This is an optimization exercise on Yosys and OpenROAD, whose aim is small area and few clock cycles, not a production implementation.
In this exercise RTL edits were held to simulation tests only and were not proved equivalent to the original.

==> try-delta <==
## QR_Engine
module QR_Engine (
    i_clk,
    i_rst,
    i_trig,
    i_data,
    o_rd_vld,
    o_last_data,
    o_y_hat,
    o_r
);
    input          i_clk;
    input          i_rst;
    input          i_trig;
    input  [ 47:0] i_data;
    output         o_rd_vld;
    output         o_last_data;
    output [159:0] o_y_hat;
    output [319:0] o_r;
    localparam [7:0] TAIL = 8'h96;
    localparam NT = 11;
    integer i;
    reg  [1:0] slot;
    reg  [4:0] wcnt;         
    reg        ld;
    reg        vld;
    reg  [4:0] to [0:NT-1];  
    wire busy  = |to[0][3:0];
    wire start = i_trig & (wcnt == 5'd4);
    reg  inflight;
    always @(*) begin
        inflight = 1'b0;
        for (i = 0; i < NT; i = i + 1) inflight = inflight | (|to[i]);
    end
    wire idle = ~inflight & ~i_trig;
    wire [1:0] slot_n = idle ? 2'd3 : slot + 2'd1;
    always @(posedge i_clk or posedge i_rst) begin
        if (i_rst) begin
            slot <= 2'd3;
            wcnt <= 5'd0;
            ld   <= 1'b0;
            vld  <= 1'b0;
            for (i = 0; i < NT; i = i + 1) begin
                to[i] <= 5'd0;
            end
        end else begin
            slot <= slot_n;
            ld   <= ~i_trig & (idle | (slot == 2'd1));
            if (i_trig) begin
  ...
==> module cordic_pass, before the edit <==
module cordic_pass (
    input              clk,
    input      [11:0]  i_x,
    input      [11:0]  i_y,
    input              i_vec,
    input      [6:0]   i_dir,
    output reg [11:0]  o_x,
    output reg [11:0]  o_y,
    output reg [6:0]   o_dir
);
    wire        c0 = i_vec ? i_x[11] : i_dir[6];
    wire [11:0] x0 = padd(12'd0, i_x ^ {12{c0}}, c0);
    wire [11:0] y0 = padd(12'd0, i_y ^ {12{c0}}, c0);
    wire        d0 = i_vec ? y0[11] : i_dir[0];
    wire [11:0] x1 = padd(x0, y0 ^ {12{d0}}, d0);
    wire [11:0] y1 = padd(y0, x0 ^ {12{~d0}}, ~d0);
    wire        d1 = i_vec ? y1[11] : i_dir[1];
    wire [11:0] y1s = {y1[11], y1[11:1]};
    wire [11:0] x1s = {x1[11], x1[11:1]};
    wire [11:0] x2 = padd(x1, y1s ^ {12{d1}}, d1);
    wire [11:0] y2 = padd(y1, x1s ^ {12{~d1}}, ~d1);
    wire        d2 = i_vec ? y2[11] : i_dir[2];
    wire [11:0] y2s = {{2{y2[11]}}, y2[11:2]};
    wire [11:0] x2s = {{2{x2[11]}}, x2[11:2]};
    wire [11:0] x3 = padd(x2, y2s ^ {12{d2}}, d2);
    wire [11:0] y3 = padd(y2, x2s ^ {12{~d2}}, ~d2);
    reg  [11:0] m_x, m_y;
    reg         m_vec;
    reg  [2:0]  m_rdir;    
    reg  [3:0]  m_dir;     
    always @(posedge clk) begin
        m_x    <= x3;
        m_y    <= y3;
        m_vec  <= i_vec;
        m_rdir <= i_dir[5:3];
        m_dir  <= {c0, d2, d1, d0};
    end
    wire        d3 = m_vec ? m_y[11] : m_rdir[0];
    wire [11:0] y3s = {{3{m_y[11]}}, m_y[11:3]};
    wire [11:0] x3s = {{3{m_x[11]}}, m_x[11:3]};
    wire [11:0] x4 = padd(m_x, y3s ^ {12{d3}}, d3);
    wire [11:0] y4 = padd(m_y, x3s ^ {12{~d3}}, ~d3);
    wire        d4 = m_vec ? y4[11] : m_rdir[1];
    wire [11:0] y4s = {{4{y4[11]}}, y4[11:4]};
    wire [11:0] x4s = {{4{x4[11]}}, x4[11:4]};
    wire [11:0] x5 = padd(x4, y4s ^ {12{d4}}, d4);
    wire [11:0] y5 = padd(y4, x4s ^ {12{~d4}}, ~d4);
    wire        d5 = m_vec ? y5[11] : m_rdir[2];
    wire [11:0] y5s = {{5{y5[11]}}, y5[11:5]};
    wire [11:0] x5s = {{5{x5[11]}}, x5[11:5]};
    wire [11:0] x6 = radd(x5, y5s ^ {12{d5}}, d5);
    wire [11:0] y6 = radd(y5, x5s ^ {12{~d5}}, ~d5);
    wire [11:0] kx = radd({x6[11], x6[11:1]}, {{3{x6[11]}}, x6[11:3]}, 1'b0);
    wire [11:0] ky = radd({y6[11], y6[11:1]}, {{3{y6[11]}}, y6[11:3]}, 1'b0);
    always @(posedge clk) begin
        o_x   <= kx;
        o_y   <= ky;
        o_dir <= {m_dir[3], d5, d4, d3, m_dir[2:0]};
    end
    function [11:0] padd;
        input [11:0] a, b;
        input        c;
        reg [12:0] g, p, g2, p2;
        begin
            g = {a & b, c};
            p = {a ^ b, 1'b0};
            g2 = g; p2 = p;
            g2[1] = g[1] | (p[1] & g[0]); p2[1] = p[1] & p[0];
            g2[3] = g[3] | (p[3] & g[2]); p2[3] = p[3] & p[2];
            g2[5] = g[5] | (p[5] & g[4]); p2[5] = p[5] & p[4];
            g2[7] = g[7] | (p[7] & g[6]); p2[7] = p[7] & p[6];
            g2[9] = g[9] | (p[9] & g[8]); p2[9] = p[9] & p[8];
            g2[11] = g[11] | (p[11] & g[10]); p2[11] = p[11] & p[10];
            g = g2; p = p2;
            g2 = g; p2 = p;
            g2[3] = g[3] | (p[3] & g[1]); p2[3] = p[3] & p[1];
            g2[7] = g[7] | (p[7] & g[5]); p2[7] = p[7] & p[5];
            g2[11] = g[11] | (p[11] & g[9]); p2[11] = p[11] & p[9];
            g = g2; p = p2;
            g2 = g; p2 = p;
            g2[7] = g[7] | (p[7] & g[3]); p2[7] = p[7] & p[3];
            g = g2; p = p2;
            g2 = g; p2 = p;
            g2[11] = g[11] | (p[11] & g[7]); p2[11] = p[11] & p[7];
            g = g2; p = p2;
            g2 = g; p2 = p;
            g2[5] = g[5] | (p[5] & g[3]); p2[5] = p[5] & p[3];
            g2[9] = g[9] | (p[9] & g[7]); p2[9] = p[9] & p[7];
            g = g2; p = p2;
            g2 = g; p2 = p;
            g2[2] = g[2] | (p[2] & g[1]); p2[2] = p[2] & p[1];
            g2[4] = g[4] | (p[4] & g[3]); p2[4] = p[4] & p[3];
            g2[6] = g[6] | (p[6] & g[5]); p2[6] = p[6] & p[5];
            g2[8] = g[8] | (p[8] & g[7]); p2[8] = p[8] & p[7];
            g2[10] = g[10] | (p[10] & g[9]); p2[10] = p[10] & p[9];
            g2[12] = g[12] | (p[12] & g[11]); p2[12] = p[12] & p[11];
            g = g2; p = p2;
            padd = (a ^ b) ^ g[11:0];
        end
    endfunction
    function [11:0] radd;
        input [11:0] a, b;
        input        c;
        integer k;
        reg cc;
        begin
            cc = c;
            for (k = 0; k < 12; k = k + 1) begin
                radd[k] = a[k] ^ b[k] ^ cc;
                cc = (a[k] & b[k]) | (cc & (a[k] ^ b[k]));
            end
        end
    endfunction
endmodule
export LEC_CHECK = 0
export ABC_AREA = 1
export CAP_MARGIN = 20
export CORE_MARGIN = 4
export CORE_UTILIZATION = 55
export CTS_CLUSTER_DIAMETER = 100
export CTS_CLUSTER_SIZE = 26
export PLACE_DENSITY = 0.66
export SLEW_MARGIN = 20
create_clock -name core_clock -period 10.0 [get_ports {i_clk}]
run.sh (not shown) runs the stock make flow with config.mk's settings and CLKGATE_MAP_FILE= SYNTH_SCRIPT=/design/flow/synth_recipe.tcl, a recipe that flattens the netlist after the stock synthesis.
==> try-quartz: changes against try-delta <==
--- a/flow/design.v
+++ b/flow/design.v
@@ -50,6 +50,6 @@
     wire [11:0] x5s = {{5{x5[11]}}, x5[11:5]};
-    wire [11:0] x6 = radd(x5, y5s ^ {12{d5}}, d5);
-    wire [11:0] y6 = radd(y5, x5s ^ {12{~d5}}, ~d5);
-    wire [11:0] kx = radd({x6[11], x6[11:1]}, {{3{x6[11]}}, x6[11:3]}, 1'b0);
-    wire [11:0] ky = radd({y6[11], y6[11:1]}, {{3{y6[11]}}, y6[11:3]}, 1'b0);
+    wire [11:0] x6 = padd(x5, y5s ^ {12{d5}}, d5);
+    wire [11:0] y6 = padd(y5, x5s ^ {12{~d5}}, ~d5);
+    wire [11:0] kx = padd({x6[11], x6[11:1]}, {{3{x6[11]}}, x6[11:3]}, 1'b0);
+    wire [11:0] ky = padd({y6[11], y6[11:1]}, {{3{y6[11]}}, y6[11:3]}, 1'b0);
     always @(posedge clk) begin
@@ -99,15 +99,2 @@
         end
-    endfunction
-    function [11:0] radd;
-        input [11:0] a, b;
-        input        c;
-        integer k;
-        reg cc;
-        begin
-            cc = c;
-            for (k = 0; k < 12; k = k + 1) begin
-                radd[k] = a[k] ^ b[k] ^ cc;
-                cc = (a[k] & b[k]) | (cc & (a[k] ^ b[k]));
-            end
-        end
     endfunction
CORE_UTILIZATION = 50   (was 55)
CTS_CLUSTER_SIZE = 22   (was 26)
PLACE_DENSITY = 0.62   (was 0.66)
==> results.yml <==
run_status:
  status: "timing/DRC/antenna clean"
routing:
  routed_wl_mm: 264
  wl_met2_mm: 132
place:
  placedCellCount: 13100
sta:
  fin_crit_ps: 9310
die:
  tap_cells: 2672
final_layout:
  multi_input_cells: 6803
  fillers: 17800
  clkbuf_count: 161
setup_path:
  crit_path_start: "pe4.sh[0]"
  required_ps: 10670
  r2r_start: "pe4.sh[0]"
  path_depth: 47
  timing.critical_path.mode_cell: "nand2_1"
(the above is from try-quartz)
==> results.yml <==
sta:
  fin_crit_ps: 9630
place:
  placedCellCount: 12200
final_layout:
  clkbuf_count: 134
  multi_input_cells: 6204
  fillers: 14700
die:
  tap_cells: 2355
run_status:
  status: "timing/DRC/antenna clean"
setup_path:
  path_depth: 42
  required_ps: 10650
  timing.critical_path.mode_cell: "fa_2"
routing:
  wl_met2_mm: 123
  routed_wl_mm: 253
(the above is from try-delta)
Testbench counts of try-delta, summed over its fixed seeds: cycles 10,104.
Testbench counts of try-quartz, summed over its fixed seeds: cycles 10,104.

[port drivers added, routing unchanged]
In the flow no input, the clock included, has a driving cell. The finished layouts below were timed again as built, in two steps.
Step 1 sets driving cells, clkbuf_16 on the clock port and buf_2 on the other inputs (assumed; they add their load-dependent delay and slew).
Step 2 moves the port delays by t, midway between the first and last clock arrival at a register: inputs arrive t later, outputs are due t later. That takes back most of the time a late clock gives input paths.
Slacks: ideal ports / drivers / drivers and shift; pairs: ideal ports / drivers.
run | t, ns | slack for setup (ns) | hold slack, ns
try-delta | 0.812 | 0.369 / 0.369 / 0.369 | 0.316 / 0.316 / 0.316
try-quartz | 0.848 | 0.693 / 0.693 / 0.693 | 0.300 / 0.300 / 0.300
After both steps every run listed still meets setup and hold.
